Context: an optimization exercise on an open-source flow, tuned for small area, a short achievable clock period and few clock cycles per item. The choices shown serve that exercise and are no tape-out recipe. Function was checked by simulation only, so behaviour that the tests miss may differ from the original.

--- constraint.sdc ---
create_clock -name core_clock -period 27.0 [get_ports {i_clk}]
set_input_delay 5.4000 -clock core_clock [delete_from_list [all_inputs] [get_ports {i_clk}]]
set_output_delay 5.4000 -clock core_clock [all_outputs]
set_load 0.01 [all_outputs]
--- design.v ---
module multaNNx (
    input [15:0] aNN,  
    input [36:0] X_r,  
	input mult_ctrl,
    output [36:0] X_n  
);
parameter pos_max = 32'b01111111111111111111111111111111;
parameter neg_max = 32'b10000000000000000000000000000000;
parameter HIGH = 5'b11111;
parameter HI = 2'b11;
reg [31:0] xr_sat;
reg [47:0] aNNx_sat;
reg [36:0] X_n_r;
assign X_n = X_n_r;
always @(*) begin
	if (mult_ctrl) begin
		if (X_r[36]) begin
			if (X_r[35:31] != HIGH) begin
				xr_sat = neg_max;
			end
			else begin
				xr_sat[31] = 1;
				xr_sat[30:0] = X_r[30:0]; 
			end
		end
		else begin
			if (X_r[35:31] != 0) begin
				xr_sat = pos_max;
			end
			else begin
				xr_sat[31] = 0;
				xr_sat[30:0] = X_r[30:0];
			end
		end
	end
	else begin
		xr_sat = X_r[31:0];  
	end
    aNNx_sat = $signed(xr_sat) * $signed(aNN);
    X_n_r[36:32] = {5{aNNx_sat[47]}};
	if (mult_ctrl) begin
		if (aNNx_sat[47]) begin
			X_n_r[31:0] = neg_max;
			if (aNNx_sat[46:45] == HI) begin
				X_n_r[31] = 1;
				X_n_r[30:0] = aNNx_sat[44:14];
			end
		end
		else begin
			if (aNNx_sat[46:45] != 0) begin
				X_n_r[31:0] = pos_max;
			end
			else begin
				X_n_r[31] = 0;
				X_n_r[30:0] = aNNx_sat[44:14];
			end
		end
	end
	else begin
		if (aNNx_sat[47]) begin
			X_n_r[31:0] = neg_max;
			if (aNNx_sat[30:29] == HI) begin
				X_n_r[31] = 1;
				X_n_r[30:2] = aNNx_sat[28:0];
				X_n_r[1:0] = 0;
			end
		end
		else begin
			X_n_r[31:0] = pos_max;
			if (aNNx_sat[30:29] == 0) begin
				X_n_r[31] = 0;
				X_n_r[30:2] = aNNx_sat[28:0];
				X_n_r[1:0] = 0;
			end
		end
	end	
end
endmodule
module multax (
    input [15:0] a,
    input [31:0] x_in,
    output [31:0] x_out
);
parameter pos_max = 32'b01111111111111111111111111111111;
parameter neg_max = 32'b10000000000000000000000000000000;
parameter high = 16'b1111111111111111;
reg [47:0] ax_sat;
reg [31:0] x_out_r;
assign x_out = x_out_r;
always @(*) begin
    ax_sat = $signed(a) * $signed(x_in);
    if (ax_sat[47]) begin
        if (ax_sat[46:31] != high) begin
            x_out_r = neg_max;
        end
        else begin
            x_out_r[31] = 1;
            x_out_r[30:0] = ax_sat[30:0];
        end
    end
    else begin
        if (ax_sat[46:31] != 0) begin
            x_out_r = pos_max;
        end
        else begin
            x_out_r[31] = 0;
            x_out_r[30:0] = ax_sat[30:0];
        end
    end
end
endmodule
module GSIM (                        
	input          i_clk,
	input          i_reset,
	input          i_module_en,
	input  [  4:0] i_matrix_num,
	output         o_proc_done,
	output         o_mem_rreq,
	output [  9:0] o_mem_addr,
	input          i_mem_rrdy,
	input  [255:0] i_mem_dout,
	input          i_mem_dout_vld,
	output         o_x_wen,
	output [  8:0] o_x_addr,
	output [ 31:0] o_x_data  
);
parameter INIT = 1'b0;
parameter ITER = 1'b1;
wire [15:0] aNN, a[0:14];
wire [36:0] x_old, x_new;  
wire [31:0] x_in, x_out[0:14];  
reg mult_ctrl;
wire b_enable;
wire x_enable;
wire out_enable;
multaNNx aNNx(.aNN(aNN), .X_r(x_old), .mult_ctrl(mult_ctrl), .X_n(x_new));
multax ax0(.a(a[0]), .x_in(x_in), .x_out(x_out[0]));
multax ax1(.a(a[1]), .x_in(x_in), .x_out(x_out[1]));
multax ax2(.a(a[2]), .x_in(x_in), .x_out(x_out[2]));
multax ax3(.a(a[3]), .x_in(x_in), .x_out(x_out[3]));
multax ax4(.a(a[4]), .x_in(x_in), .x_out(x_out[4]));
multax ax5(.a(a[5]), .x_in(x_in), .x_out(x_out[5]));
multax ax6(.a(a[6]), .x_in(x_in), .x_out(x_out[6]));
multax ax7(.a(a[7]), .x_in(x_in), .x_out(x_out[7]));
multax ax8(.a(a[8]), .x_in(x_in), .x_out(x_out[8]));
multax ax9(.a(a[9]), .x_in(x_in), .x_out(x_out[9]));
multax ax10(.a(a[10]), .x_in(x_in), .x_out(x_out[10]));
multax ax11(.a(a[11]), .x_in(x_in), .x_out(x_out[11]));
multax ax12(.a(a[12]), .x_in(x_in), .x_out(x_out[12]));
multax ax13(.a(a[13]), .x_in(x_in), .x_out(x_out[13]));
multax ax14(.a(a[14]), .x_in(x_in), .x_out(x_out[14]));
reg [15:0] aNN_w, a_w[0:14]; 
reg [36:0] x_old_w;
reg [31:0] x_in_w;
assign aNN = aNN_w;
assign a[0] = a_w[0];
assign a[1] = a_w[1];
assign a[2] = a_w[2];
assign a[3] = a_w[3];
assign a[4] = a_w[4];
assign a[5] = a_w[5];
assign a[6] = a_w[6];
assign a[7] = a_w[7];
assign a[8] = a_w[8];
assign a[9] = a_w[9];
assign a[10] = a_w[10];
assign a[11] = a_w[11];
assign a[12] = a_w[12];
assign a[13] = a_w[13];
assign a[14] = a_w[14];
assign x_old = x_old_w;
assign x_in = x_in_w;
reg [15:0] matrix_b_r[1:16], matrix_b_w[1:16]; 
reg [36:0] matrix_x_r[1:16], matrix_x_w[1:16];
reg [6:0] mem_addr;
reg [6:0] mem_addr_r;
reg state_r, state_w;
reg [5:0] data_cnt_r, data_cnt_w;
reg [4:0] recur_cnt_r, recur_cnt_w;
reg [4:0] matrix_cnt_r, matrix_cnt_w;   
reg x_wen_r, x_wen_w;
reg [8:0] x_addr_r, x_addr_w;
reg [31:0] x_data_r, x_data_w;
reg done_r, done_w;
reg enable_w, enable_r;
integer j;
assign b_enable = enable_r;
assign x_enable = ((i_mem_dout_vld) && (i_module_en));
assign out_enable = (recur_cnt_r == 17);
assign o_proc_done = done_r;
assign o_mem_rreq = 1'b1;
assign o_mem_addr = mem_addr + (matrix_cnt_r << 4) + matrix_cnt_r;
assign o_x_wen = x_wen_r;
assign o_x_addr = x_addr_r;
assign o_x_data = x_data_r;
always @(*) begin
	for (j = 1; j < 17; j = j+1) begin
		matrix_b_w[j] = matrix_b_r[j];
		matrix_x_w[j] = matrix_x_r[j];
	end
	data_cnt_w = data_cnt_r;
	recur_cnt_w = recur_cnt_r;
	matrix_cnt_w = matrix_cnt_r;
	state_w = state_r;
	mem_addr = (data_cnt_r == 0)?16:mem_addr_r;
	x_wen_w = x_wen_r;
	x_addr_w = x_addr_r;
	x_data_w = x_data_r;
	done_w = done_r;
	x_old_w = 37'd0;
	x_in_w = 32'd0;
	aNN_w = 16'd0;
	mult_ctrl = 1;
	for (j = 0; j < 15; j = j+1) begin
		a_w[j] = 16'd0;
	end
	enable_w = ((data_cnt_r == 0) && (!state_r) && (i_module_en));
	if (i_module_en) begin
		if (i_mem_dout_vld) begin
			case (state_r)
				INIT: begin
					mult_ctrl = 0;
					if (matrix_cnt_r == i_matrix_num) begin
						done_w = 1;
					end
					x_wen_w = 0;
					if (data_cnt_r == 0) begin  
						for (j = 1; j < 17; j = j+1) begin
							matrix_b_w[j][15:0] = i_mem_dout[j*16-1-:16];
						end
						data_cnt_w = data_cnt_r + 1;
						mem_addr = 0;
					end
					else if (data_cnt_r == 16) begin
						aNN_w = i_mem_dout[255:240];
						x_old_w = {{21{matrix_b_r[16][15]}}, matrix_b_r[16]};
						matrix_x_w[16] = x_new;
						data_cnt_w = 1;
						mem_addr = 0;
						recur_cnt_w = 1;
						state_w = ITER;
					end
					else begin
						aNN_w = i_mem_dout[(data_cnt_r<<4)-1-:16];
						x_old_w = {{21{matrix_b_r[data_cnt_r][15]}}, matrix_b_r[data_cnt_r]};
						matrix_x_w[data_cnt_r] = x_new;  
						data_cnt_w = data_cnt_r + 1;
						mem_addr = {1'b0, data_cnt_r};
					end
				end
				ITER: begin
					case (data_cnt_r)
						1: begin
							x_old_w = matrix_x_r[1];
							aNN_w = i_mem_dout[15:0];
							x_in_w = (recur_cnt_r == 1) ? matrix_x_r[1][31:0] : x_new[31:0];
							if (recur_cnt_r != 17) begin
								matrix_x_w[1][31:0] = matrix_b_r[1] << 16;	 
								matrix_x_w[1][36:32] = {5{matrix_b_r[1][15]}};
							end
							else begin
								x_data_w = x_new[31:0];
								x_addr_w = x_addr_r + 1;
								x_wen_w = 1;
							end
							if (recur_cnt_r != 1) begin	 
								for (j = 2; j < 17; j = j+1) begin
									a_w[j-2] = i_mem_dout[j*16-1-:16];
									matrix_x_w[j] = $signed(matrix_x_r[j][35:0]) - $signed(x_out[j-2]);
								end
							end
							data_cnt_w = data_cnt_r + 1;
							mem_addr = 1;
						end
						2: begin
							x_old_w = matrix_x_r[2];
							aNN_w = i_mem_dout[31:16];
							x_in_w = (recur_cnt_r == 1) ? matrix_x_r[2][31:0] : x_new[31:0];
							if (recur_cnt_r != 17) begin
								for (j = 1; j < 2; j = j+1) begin	 
									a_w[j-1] = i_mem_dout[j*16-1-:16];
									matrix_x_w[j] = $signed(matrix_x_r[j][35:0]) - $signed(x_out[j-1]);
								end
								matrix_x_w[2][31:0] = matrix_b_r[2] << 16;	 
								matrix_x_w[2][36:32] = {5{matrix_b_r[2][15]}};
							end
							else begin
								x_data_w = x_new[31:0];
								x_addr_w = x_addr_r + 1;
								x_wen_w = 1;
							end
							if (recur_cnt_r != 1) begin	 
								for (j = 3; j < 17; j = j+1) begin	
									a_w[j-2] = i_mem_dout[j*16-1-:16];
									matrix_x_w[j] = $signed(matrix_x_r[j][35:0]) - $signed(x_out[j-2]);
								end
							end
							data_cnt_w = data_cnt_r + 1;
							mem_addr = 2;
						end
						3: begin
							x_old_w = matrix_x_r[3];
							aNN_w = i_mem_dout[47:32];
							x_in_w = (recur_cnt_r == 1) ? matrix_x_r[3][31:0] : x_new[31:0];
							if (recur_cnt_r != 17) begin
								for (j = 1; j < 3; j = j+1) begin	 
									a_w[j-1] = i_mem_dout[j*16-1-:16];
									matrix_x_w[j] = $signed(matrix_x_r[j][35:0]) - $signed(x_out[j-1]);
								end
								matrix_x_w[3][31:0] = matrix_b_r[3] << 16;	 
								matrix_x_w[3][36:32] = {5{matrix_b_r[3][15]}};
							end
							else begin
								x_data_w = x_new[31:0];
								x_addr_w = x_addr_r + 1;
								x_wen_w = 1;
							end
							if (recur_cnt_r != 1) begin	 
								for (j = 4; j < 17; j = j+1) begin
									a_w[j-2] = i_mem_dout[j*16-1-:16];
									matrix_x_w[j] = $signed(matrix_x_r[j][35:0]) - $signed(x_out[j-2]);
								end
							end
							data_cnt_w = data_cnt_r + 1;
							mem_addr = 3;
						end
						4: begin
							x_old_w = matrix_x_r[4];
							aNN_w = i_mem_dout[63:48];
							x_in_w = (recur_cnt_r == 1) ? matrix_x_r[4][31:0] : x_new[31:0];
							if (recur_cnt_r != 17) begin
								for (j = 1; j < 4; j = j+1) begin	 
									a_w[j-1] = i_mem_dout[j*16-1-:16];
									matrix_x_w[j] = $signed(matrix_x_r[j][35:0]) - $signed(x_out[j-1]);
								end
								matrix_x_w[4][31:0] = matrix_b_r[4] << 16;	 
								matrix_x_w[4][36:32] = {5{matrix_b_r[4][15]}};
							end
							else begin
								x_data_w = x_new[31:0];
								x_addr_w = x_addr_r + 1;
								x_wen_w = 1;
							end
							if (recur_cnt_r != 1) begin	 
								for (j = 5; j < 17; j = j+1) begin
									a_w[j-2] = i_mem_dout[j*16-1-:16];
									matrix_x_w[j] = $signed(matrix_x_r[j][35:0]) - $signed(x_out[j-2]);
								end
							end
							data_cnt_w = data_cnt_r + 1;
							mem_addr = 4;
						end
						5: begin
							x_old_w = matrix_x_r[5];
							aNN_w = i_mem_dout[79:64];
							x_in_w = (recur_cnt_r == 1) ? matrix_x_r[5][31:0] : x_new[31:0];
							if (recur_cnt_r != 17) begin
								for (j = 1; j < 5; j = j+1) begin	 
									a_w[j-1] = i_mem_dout[j*16-1-:16];
									matrix_x_w[j] = $signed(matrix_x_r[j][35:0]) - $signed(x_out[j-1]);
								end
								matrix_x_w[5][31:0] = matrix_b_r[5] << 16;	 
								matrix_x_w[5][36:32] = {5{matrix_b_r[5][15]}};
							end
							else begin
								x_data_w = x_new[31:0];
								x_addr_w = x_addr_r + 1;
								x_wen_w = 1;
							end
							if (recur_cnt_r != 1) begin	 
								for (j = 6; j < 17; j = j+1) begin
									a_w[j-2] = i_mem_dout[j*16-1-:16];
									matrix_x_w[j] = $signed(matrix_x_r[j][35:0]) - $signed(x_out[j-2]);
								end
							end
							data_cnt_w = data_cnt_r + 1;
							mem_addr = 5;
						end
						6: begin
							x_old_w = matrix_x_r[6];
							aNN_w = i_mem_dout[95:80];
							x_in_w = (recur_cnt_r == 1) ? matrix_x_r[6][31:0] : x_new[31:0];
							if (recur_cnt_r != 17) begin
								for (j = 1; j < 6; j = j+1) begin
									a_w[j-1] = i_mem_dout[j*16-1-:16];
									matrix_x_w[j] = $signed(matrix_x_r[j][35:0]) - $signed(x_out[j-1]);
								end
								matrix_x_w[6][31:0] = matrix_b_r[6] << 16;	 
								matrix_x_w[6][36:32] = {5{matrix_b_r[6][15]}};
							end
							else begin
								x_data_w = x_new[31:0];
								x_addr_w = x_addr_r + 1;
								x_wen_w = 1;
							end
							if (recur_cnt_r != 1) begin
								for (j = 7; j < 17; j = j+1) begin
									a_w[j-2] = i_mem_dout[j*16-1-:16];
									matrix_x_w[j] = $signed(matrix_x_r[j][35:0]) - $signed(x_out[j-2]);
								end
							end
							data_cnt_w = data_cnt_r + 1;
							mem_addr = 6;
						end
						7: begin
							x_old_w = matrix_x_r[7];
							aNN_w = i_mem_dout[111:96];
							x_in_w = (recur_cnt_r == 1) ? matrix_x_r[7][31:0] : x_new[31:0];
							if (recur_cnt_r != 17) begin
								for (j = 1; j < 7; j = j+1) begin
									a_w[j-1] = i_mem_dout[j*16-1-:16];
									matrix_x_w[j] = $signed(matrix_x_r[j][35:0]) - $signed(x_out[j-1]);
								end
								matrix_x_w[7][31:0] = matrix_b_r[7] << 16;	 
								matrix_x_w[7][36:32] = {5{matrix_b_r[7][15]}};
							end
							else begin
								x_data_w = x_new[31:0];
								x_addr_w = x_addr_r + 1;
								x_wen_w = 1;
							end
							if (recur_cnt_r != 1) begin
								for (j = 8; j < 17; j = j+1) begin
									a_w[j-2] = i_mem_dout[j*16-1-:16];
									matrix_x_w[j] = $signed(matrix_x_r[j][35:0]) - $signed(x_out[j-2]);
								end
							end
							data_cnt_w = data_cnt_r + 1;
							mem_addr = 7;
						end
						8: begin
							x_old_w = matrix_x_r[8];
							aNN_w = i_mem_dout[127:112];
							x_in_w = (recur_cnt_r == 1) ? matrix_x_r[8][31:0] : x_new[31:0];
							if (recur_cnt_r != 17) begin
								for (j = 1; j < 8; j = j+1) begin
									a_w[j-1] = i_mem_dout[j*16-1-:16];
									matrix_x_w[j] = $signed(matrix_x_r[j][35:0]) - $signed(x_out[j-1]);
								end
								matrix_x_w[8][31:0] = matrix_b_r[8] << 16;	 
								matrix_x_w[8][36:32] = {5{matrix_b_r[8][15]}};
							end
							else begin
								x_data_w = x_new[31:0];
								x_addr_w = x_addr_r + 1;
								x_wen_w = 1;
							end
							if (recur_cnt_r != 1) begin
								for (j = 9; j < 17; j = j+1) begin
									a_w[j-2] = i_mem_dout[j*16-1-:16];
									matrix_x_w[j] = $signed(matrix_x_r[j][35:0]) - $signed(x_out[j-2]);
								end
							end
							data_cnt_w = data_cnt_r + 1;
							mem_addr = 8;
						end
						9: begin
							x_old_w = matrix_x_r[9];
							aNN_w = i_mem_dout[143:128];
							x_in_w = (recur_cnt_r == 1) ? matrix_x_r[9][31:0] : x_new[31:0];
							if (recur_cnt_r != 17) begin
								for (j = 1; j < 9; j = j+1) begin
									a_w[j-1] = i_mem_dout[j*16-1-:16];
									matrix_x_w[j] = $signed(matrix_x_r[j][35:0]) - $signed(x_out[j-1]);
								end
								matrix_x_w[9][31:0] = matrix_b_r[9] << 16;	 
								matrix_x_w[9][36:32] = {5{matrix_b_r[9][15]}};
							end
							else begin
								x_data_w = x_new[31:0];
								x_addr_w = x_addr_r + 1;
								x_wen_w = 1;
							end
							if (recur_cnt_r != 1) begin
								for (j = 10; j < 17; j = j+1) begin
									a_w[j-2] = i_mem_dout[j*16-1-:16];
									matrix_x_w[j] = $signed(matrix_x_r[j][35:0]) - $signed(x_out[j-2]);
								end
							end
							data_cnt_w = data_cnt_r + 1;
							mem_addr = 9;
						end
						10: begin
							x_old_w = matrix_x_r[10];
							aNN_w = i_mem_dout[159:144];
							x_in_w = (recur_cnt_r == 1) ? matrix_x_r[10][31:0] : x_new[31:0];
							if (recur_cnt_r != 17) begin
								for (j = 1; j < 10; j = j+1) begin
									a_w[j-1] = i_mem_dout[j*16-1-:16];
									matrix_x_w[j] = $signed(matrix_x_r[j][35:0]) - $signed(x_out[j-1]);
								end
								matrix_x_w[10][31:0] = matrix_b_r[10] << 16;	 
								matrix_x_w[10][36:32] = {5{matrix_b_r[10][15]}};
							end
							else begin
								x_data_w = x_new[31:0];
								x_addr_w = x_addr_r + 1;
								x_wen_w = 1;
							end
							if (recur_cnt_r != 1) begin
								for (j = 11; j < 17; j = j+1) begin
									a_w[j-2] = i_mem_dout[j*16-1-:16];
									matrix_x_w[j] = $signed(matrix_x_r[j][35:0]) - $signed(x_out[j-2]);
								end
							end
							data_cnt_w = data_cnt_r + 1;
							mem_addr = 10;
						end
						11: begin
							x_old_w = matrix_x_r[11];
							aNN_w = i_mem_dout[175:160];
							x_in_w = (recur_cnt_r == 1) ? matrix_x_r[11][31:0] : x_new[31:0];
							if (recur_cnt_r != 17) begin
								for (j = 1; j < 11; j = j+1) begin
									a_w[j-1] = i_mem_dout[j*16-1-:16];
									matrix_x_w[j] = $signed(matrix_x_r[j][35:0]) - $signed(x_out[j-1]);
								end
								matrix_x_w[11][31:0] = matrix_b_r[11] << 16;	 
								matrix_x_w[11][36:32] = {5{matrix_b_r[11][15]}};
							end
							else begin
								x_data_w = x_new[31:0];
								x_addr_w = x_addr_r + 1;
								x_wen_w = 1;
							end
							if (recur_cnt_r != 1) begin
								for (j = 12; j < 17; j = j+1) begin
									a_w[j-2] = i_mem_dout[j*16-1-:16];
									matrix_x_w[j] = $signed(matrix_x_r[j][35:0]) - $signed(x_out[j-2]);
								end
							end
							data_cnt_w = data_cnt_r + 1;
							mem_addr = 11;
						end
						12: begin
							x_old_w = matrix_x_r[12];
							aNN_w = i_mem_dout[191:176];
							x_in_w = (recur_cnt_r == 1) ? matrix_x_r[12][31:0] : x_new[31:0];
							if (recur_cnt_r != 17) begin
								for (j = 1; j < 12; j = j+1) begin
									a_w[j-1] = i_mem_dout[j*16-1-:16];
									matrix_x_w[j] = $signed(matrix_x_r[j][35:0]) - $signed(x_out[j-1]);
								end
								matrix_x_w[12][31:0] = matrix_b_r[12] << 16;	 
								matrix_x_w[12][36:32] = {5{matrix_b_r[12][15]}};
							end
							else begin
								x_data_w = x_new[31:0];
								x_addr_w = x_addr_r + 1;
								x_wen_w = 1;
							end
							if (recur_cnt_r != 1) begin
								for (j = 13; j < 17; j = j+1) begin
									a_w[j-2] = i_mem_dout[j*16-1-:16];
									matrix_x_w[j] = $signed(matrix_x_r[j][35:0]) - $signed(x_out[j-2]);
								end
							end
							data_cnt_w = data_cnt_r + 1;
							mem_addr = 12;
						end
						13: begin
							x_old_w = matrix_x_r[13];
							aNN_w = i_mem_dout[207:192];
							x_in_w = (recur_cnt_r == 1) ? matrix_x_r[13][31:0] : x_new[31:0];
							if (recur_cnt_r != 17) begin
								for (j = 1; j < 13; j = j+1) begin
									a_w[j-1] = i_mem_dout[j*16-1-:16];
									matrix_x_w[j] = $signed(matrix_x_r[j][35:0]) - $signed(x_out[j-1]);
								end
								matrix_x_w[13][31:0] = matrix_b_r[13] << 16;	 
								matrix_x_w[13][36:32] = {5{matrix_b_r[13][15]}};
							end
							else begin
								x_data_w = x_new[31:0];
								x_addr_w = x_addr_r + 1;
								x_wen_w = 1;
							end
							if (recur_cnt_r != 1) begin
								for (j = 14; j < 17; j = j+1) begin
									a_w[j-2] = i_mem_dout[j*16-1-:16];
									matrix_x_w[j] = $signed(matrix_x_r[j][35:0]) - $signed(x_out[j-2]);
								end
							end
							data_cnt_w = data_cnt_r + 1;
							mem_addr = 13;
						end
						14: begin
							x_old_w = matrix_x_r[14];
							aNN_w = i_mem_dout[223:208];
							x_in_w = (recur_cnt_r == 1) ? matrix_x_r[14][31:0] : x_new[31:0];
							if (recur_cnt_r != 17) begin
								for (j = 1; j < 14; j = j+1) begin
									a_w[j-1] = i_mem_dout[j*16-1-:16];
									matrix_x_w[j] = $signed(matrix_x_r[j][35:0]) - $signed(x_out[j-1]);
								end
								matrix_x_w[14][31:0] = matrix_b_r[14] << 16;	 
								matrix_x_w[14][36:32] = {5{matrix_b_r[14][15]}};
							end
							else begin
								x_data_w = x_new[31:0];
								x_addr_w = x_addr_r + 1;
								x_wen_w = 1;
							end
							if (recur_cnt_r != 1) begin
								for (j = 15; j < 17; j = j+1) begin
									a_w[j-2] = i_mem_dout[j*16-1-:16];
									matrix_x_w[j] = $signed(matrix_x_r[j][35:0]) - $signed(x_out[j-2]);
								end
							end
							data_cnt_w = data_cnt_r + 1;
							mem_addr = 14;
						end
						15: begin
							x_old_w = matrix_x_r[15];
							aNN_w = i_mem_dout[239:224];
							x_in_w = (recur_cnt_r == 1) ? matrix_x_r[15][31:0] : x_new[31:0];
							if (recur_cnt_r != 17) begin
								for (j = 1; j < 15; j = j+1) begin
									a_w[j-1] = i_mem_dout[j*16-1-:16];
									matrix_x_w[j] = $signed(matrix_x_r[j][35:0]) - $signed(x_out[j-1]);
								end
								matrix_x_w[15][31:0] = matrix_b_r[15] << 16;	 
								matrix_x_w[15][36:32] = {5{matrix_b_r[15][15]}};
							end
							else begin
								x_data_w = x_new[31:0];
								x_addr_w = x_addr_r + 1;
								x_wen_w = 1;
							end
							if (recur_cnt_r != 1) begin
								a_w[14] = i_mem_dout[255:240];
								matrix_x_w[16] = $signed(matrix_x_r[16][35:0]) - $signed(x_out[14]);
							end
							data_cnt_w = data_cnt_r + 1;
							mem_addr = 15;
						end
						16: begin
							x_old_w = matrix_x_r[16];
							aNN_w = i_mem_dout[255:240];
							x_in_w = (recur_cnt_r == 1) ? matrix_x_r[16][31:0] : x_new[31:0];
							data_cnt_w = 1;
							recur_cnt_w = recur_cnt_r + 1;
							mem_addr = 0;
							if (recur_cnt_r != 17) begin
								for (j = 1; j < 16; j = j+1) begin
									a_w[j-1] = i_mem_dout[j*16-1-:16];
									matrix_x_w[j] = $signed(matrix_x_r[j][35:0]) - $signed(x_out[j-1]);
								end
								matrix_x_w[16][31:0] = matrix_b_r[16] << 16;	 
								matrix_x_w[16][36:32] = {5{matrix_b_r[16][15]}};
							end
							else begin
								state_w = INIT;
								x_data_w = x_new[31:0];
								x_addr_w = x_addr_r + 1;
								x_wen_w = 1;
								mem_addr = 32+1;
								matrix_cnt_w = matrix_cnt_r + 1;
								data_cnt_w = 0;
								recur_cnt_w = 0;
								enable_w = 1;
							end
						end
						default: begin
						end
					endcase
				end
				default: begin
				end
			endcase
		end
	end
	else begin
		done_w = i_module_en;
	end
end
always @(posedge i_clk or posedge i_reset) begin
	if (i_reset) begin
		for (j = 1; j < 17; j = j+1) begin
			matrix_b_r[j] <= 0;
			matrix_x_r[j] <= 0;
		end
		mem_addr_r <= 16;
		data_cnt_r <= 0;
		recur_cnt_r <= 0;
		matrix_cnt_r <= 0;
		state_r <= 0;
		x_wen_r <= 0;
		x_addr_r <= 9'b111111111;
		x_data_r <= 0;
		done_r <= 0;
		enable_r <= 0;
	end
	else begin
		if (b_enable) begin
			for (j = 1; j < 17; j = j+1) begin
				matrix_b_r[j] <= matrix_b_w[j];
			end
		end
		else begin
			for (j = 1; j < 17; j = j+1) begin
				matrix_b_r[j] <= matrix_b_r[j];
			end
		end
		for (j = 1; j < 17; j = j+1) begin
			matrix_x_r[j] <= matrix_x_w[j];
		end
		x_data_r <= x_data_w;
		mem_addr_r <= mem_addr;
		data_cnt_r <= data_cnt_w;
		recur_cnt_r <= recur_cnt_w;
		matrix_cnt_r <= matrix_cnt_w;
		state_r <= state_w;
		x_wen_r <= x_wen_w;
		x_addr_r <= x_addr_w;		
		done_r <= done_w;
		enable_r <= enable_w;
	end
end
endmodule
--- run.sh ---
#!/bin/bash
# synth_recipe.tcl (not shown) runs the flow's synth.tcl, then flattens the netlist and writes it again
# the make line also repeats each setting of config.mk as NAME=value (left out here)
make -C /OpenROAD-flow-scripts/flow DESIGN_CONFIG=/design/flow/config.mk WORK_HOME=/design/flow/orfs CLKGATE_MAP_FILE= SYNTH_SCRIPT=/design/flow/synth_recipe.tcl finish
--- config.mk ---
export PLATFORM = sky130hd
export DESIGN_NAME = GSIM
export DESIGN_NICKNAME = GSIM
export VERILOG_FILES = /design/flow/design.v
export SDC_FILE = /design/flow/constraint.sdc
export NUM_CORES = 8
export LEC_CHECK = 0
export CAP_MARGIN = 30
export CORE_MARGIN = 2
export CORE_UTILIZATION = 40
export SETUP_SLACK_MARGIN = 1.0
export SLEW_MARGIN = 30
==> qor.yml <==
status: "complete, no violations"
drcViolationCount: 0
num_vias: 369000
h-tree-depth: 3
yosysMostFrequentCell: "inv_1"
ys_types: 114
relSlewSlack_pct: 13.7
post_drt_wl_per_cell_microns: 36.3
antenna_found_initial: 463
place_area_sq_um: 438000
final_cells: 62000
synth_nets: 54200
cts_buffer_depth: 4
setup_viol: 0
worstHoldStart: "x_data_r[7]"
synth_area_leaders: "fa_1 43%, inv_1 8.6%, ha_1 8.3%, dfrtp_1 6.2%, nor2_1 6.1%"
gp_congestion: 1.19
yosysTopAreaCell: "fa_1"
drv_cap: 0
area_growth_syn_to_layout_pct: 22.8
synth_ff_type: "dfrtp_1"
root_buffer: "clkbuf_16"
ys_warn_count: 29
tightest_slew_ps: 1290
fin_crit_sh_pct: 97.4
yosysSeqAreaShare_pct: 6.27
postRouteAntennaNets: 0
multi_input_area_sq_um: 307000
critPathKind: "in -> reg"
rsz0062_at_grt: "yes"
grt_pass1_vias: 368000
cts_sinks: 916
die_y_microns: 960
coreArea_sq_um: 913000
fin_util_pct: 49.3
rows: 351
grt_pass1_wl_microns: 3020000
initial_core_util_pct: 40.1
grt_overflow: 0
hp-class: "reg -> reg"
path_buf_inv: 24
regArea_sq_um: 22900
synth-edff-count: 0
hold_path_depth: 2
grt_start_max_net_pins: 141
fmax_mhz: 38.0
first_iter_violations: 44400
dp_cells: 61100
reg2reg_from: "data_cnt_r[0]"
syn_avg_cell_area_sq_um: 8.37
portBuffers: 317
worst_path_largest_cell_delay_ps: 770
cp-end-kind: "register"
dp_worst_setup_slack_ps: -1130
drive_gt1_share_pct: 18.1
start_kind: "input port"
postSynth.asyncResetShare_pct: 100
arrival_ps: 27150
grt_usage_pct: 47.6
clock_latency_ps: 1030
synth_seq_cells: 916
routed_wl_microns: 2250000
fin_ws_ps: 690
design_area_sq_um: 449000
cp_max_fo: 21
worstPathRequired_ps: 27840
cts_tree: "built"
tns_ps: 0
cp_common_cell: "fa_1"
synth_common_cells: "8375 x inv_1, 7795 x fa_1, 5976 x nor2_1"
viasPerCell: 5.95
fill_cells: 88100
synthCells: 43700
r2r-end: "matrix_x_r[13][34]"
synthesis.area_sq_um: 366000
path_delay_family: "adder cells"
fp.dieW_microns: 960
nNetsFinal: 59800
hpwl_microns: 1850000
yosysTopAreaCellShare_pct: 42.7
reg2reg_depth: 91
report.final.slew_viol_count: 0
hold_ws_ps: 479
drtPass1Iterations: 9
crit_path_start: "i_mem_dout[92]"
cts.reportedPaths.clkPinSlew_ps: 60
whs_endpoint: "x_data_r[7]"
finalHoldViolCount: 0
io_pins: 320
dieArea_sq_um: 922000
skew_ps: 134
min_period_ps: 26310
cts_made_buffers: 124
worst_path_max_delay_cell: "a22oi_1"
r2r_slack_ps: 1310
cell families (layout without fill, tap and decap cells):
family,count (synthesis),count (layout),share of synthesized area (%)
xor gates and xnor gates,1210,1210,2.90
and+or+nand+nor,13700,13700,15.4
muxes,395,395,1.39
buffers and inverters,10700,16400,11.1
adders and majority gates,10200,10200,50.9
DFF,916,916,6.27
AOI/OAI and AO/OA,6591,6591,12.0
other,1,477,0.00102
worst max-delay path by stage:
stage / to / slack (ps) / cells after the start
CTS: matrix_x_r[5][36] / 990 / 89
detailed placement: matrix_x_r[6][36] / -1130 / 82
floorplan: matrix_x_r[14][35] / 2620 / 77
global placement: matrix_x_r[6][36] / -1060 / 84
finish: matrix_x_r[13][34] / 690 / 87
global route: matrix_x_r[5][36] / 570 / 90
what timing repair did:
item,in CTS,in global routing
hold buffers,0,0
endpoints found under the setup margin,316,368
resized for setup,168,653
pin swaps,23,168
gates cloned,1,18
buffers inserted,46,135
endpoints found under the hold margin,0,0
cells in the final DEF, fill, tap and decap left out, types with 274 or more instances in the layout:
cell type           n
o21a_1            278
buf_12            519
o21ai_0          1134
a21o_1            659
mux2_2            274
inv_1            8372
clkdlybuf4s50_1   310
a22oi_1           502
diode_2           476
fa_1             7787
nor3_1            293
nor2_1           5830
nand2b_1          293
xnor2_1           809
xor2_1            377
nand2_1          5319
dfrtp_1           898
a21oi_1          1578
nand3_1           372
buf_4            6747
ha_1             2400
state kept, by name, indices dropped and copies added, names as in the netlist, 5 cells and up:
| register | count |
|---|---|
| data_cnt_r | 6 |
| x_data_r | 32 |
| recur_cnt_r | 5 |
| matrix_cnt_r | 5 |
| mem_addr_r | 7 |
| matrix_x_r | 592 |
| matrix_b_r | 256 |
| x_addr_r | 9 |
final cells by class:
type / instances / area share [%]
clock buffer: 169 / 0.779
inverter: 8395 / 7.01
tap: 12200 / 3.39
antenna: 476 / 0.265
timing repair buffer: 7780 / 15.0
sequential: 916 / 5.11
clock inverter: 54 / 0.170
multi-input combinational: 32100 / 68.2
worst reg2reg max path: cells and delay by family (launching register included):
family / cells / cell delay (ps)
fa+ha+maj: 17 / 7430
compound gates: 25 / 6970
flops: 1 / 520
xor+xnor: 2 / 280
buf+inv: 23 / 4620
simple gates: 24 / 5830
routing by layer:
layer / global-route usage, % / vias to the layer above / wire (microns)
met4: 42.5 / 131 / 250000
met2: 65.6 / 27100 / 895000
met5: 0.627 / - / 1670
met3: 20.4 / 7451 / 304000
li1: - / 148000 / -
met1: 56.2 / 187000 / 800000
Testbench counts, summed over its fixed seeds: cycles 74,178, matrices 128.

## afterwards: timing with drivers on the ports
No port has a modelled driver above. Below, the same layout with a new extraction and two added sets of constraints.
Step 1: set_driving_cell puts a clkbuf_16 on i_clk and a buf_2 on each other input, an assumption about the parent block.
Step 2 times the ports against the registers' clock, not the clock port: input delays grow and output delays shrink by t, the midpoint of the rising clock arrivals with the driver on.
a / b / c = ideal / step 1 / step 2; a / b = the first two.
t, ns: 1.100
slack for setup (ns): 0.690 / 0.800 / -0.300
worst setup path after step 2: input to register
worst slew at a driven data input, ns: 0.32
With both steps, setup timing fails in this run, where it was met with ideal ports. For this run, drivers alone change the setup slack by +0.110 ns; drivers and shift together by -0.990 ns.
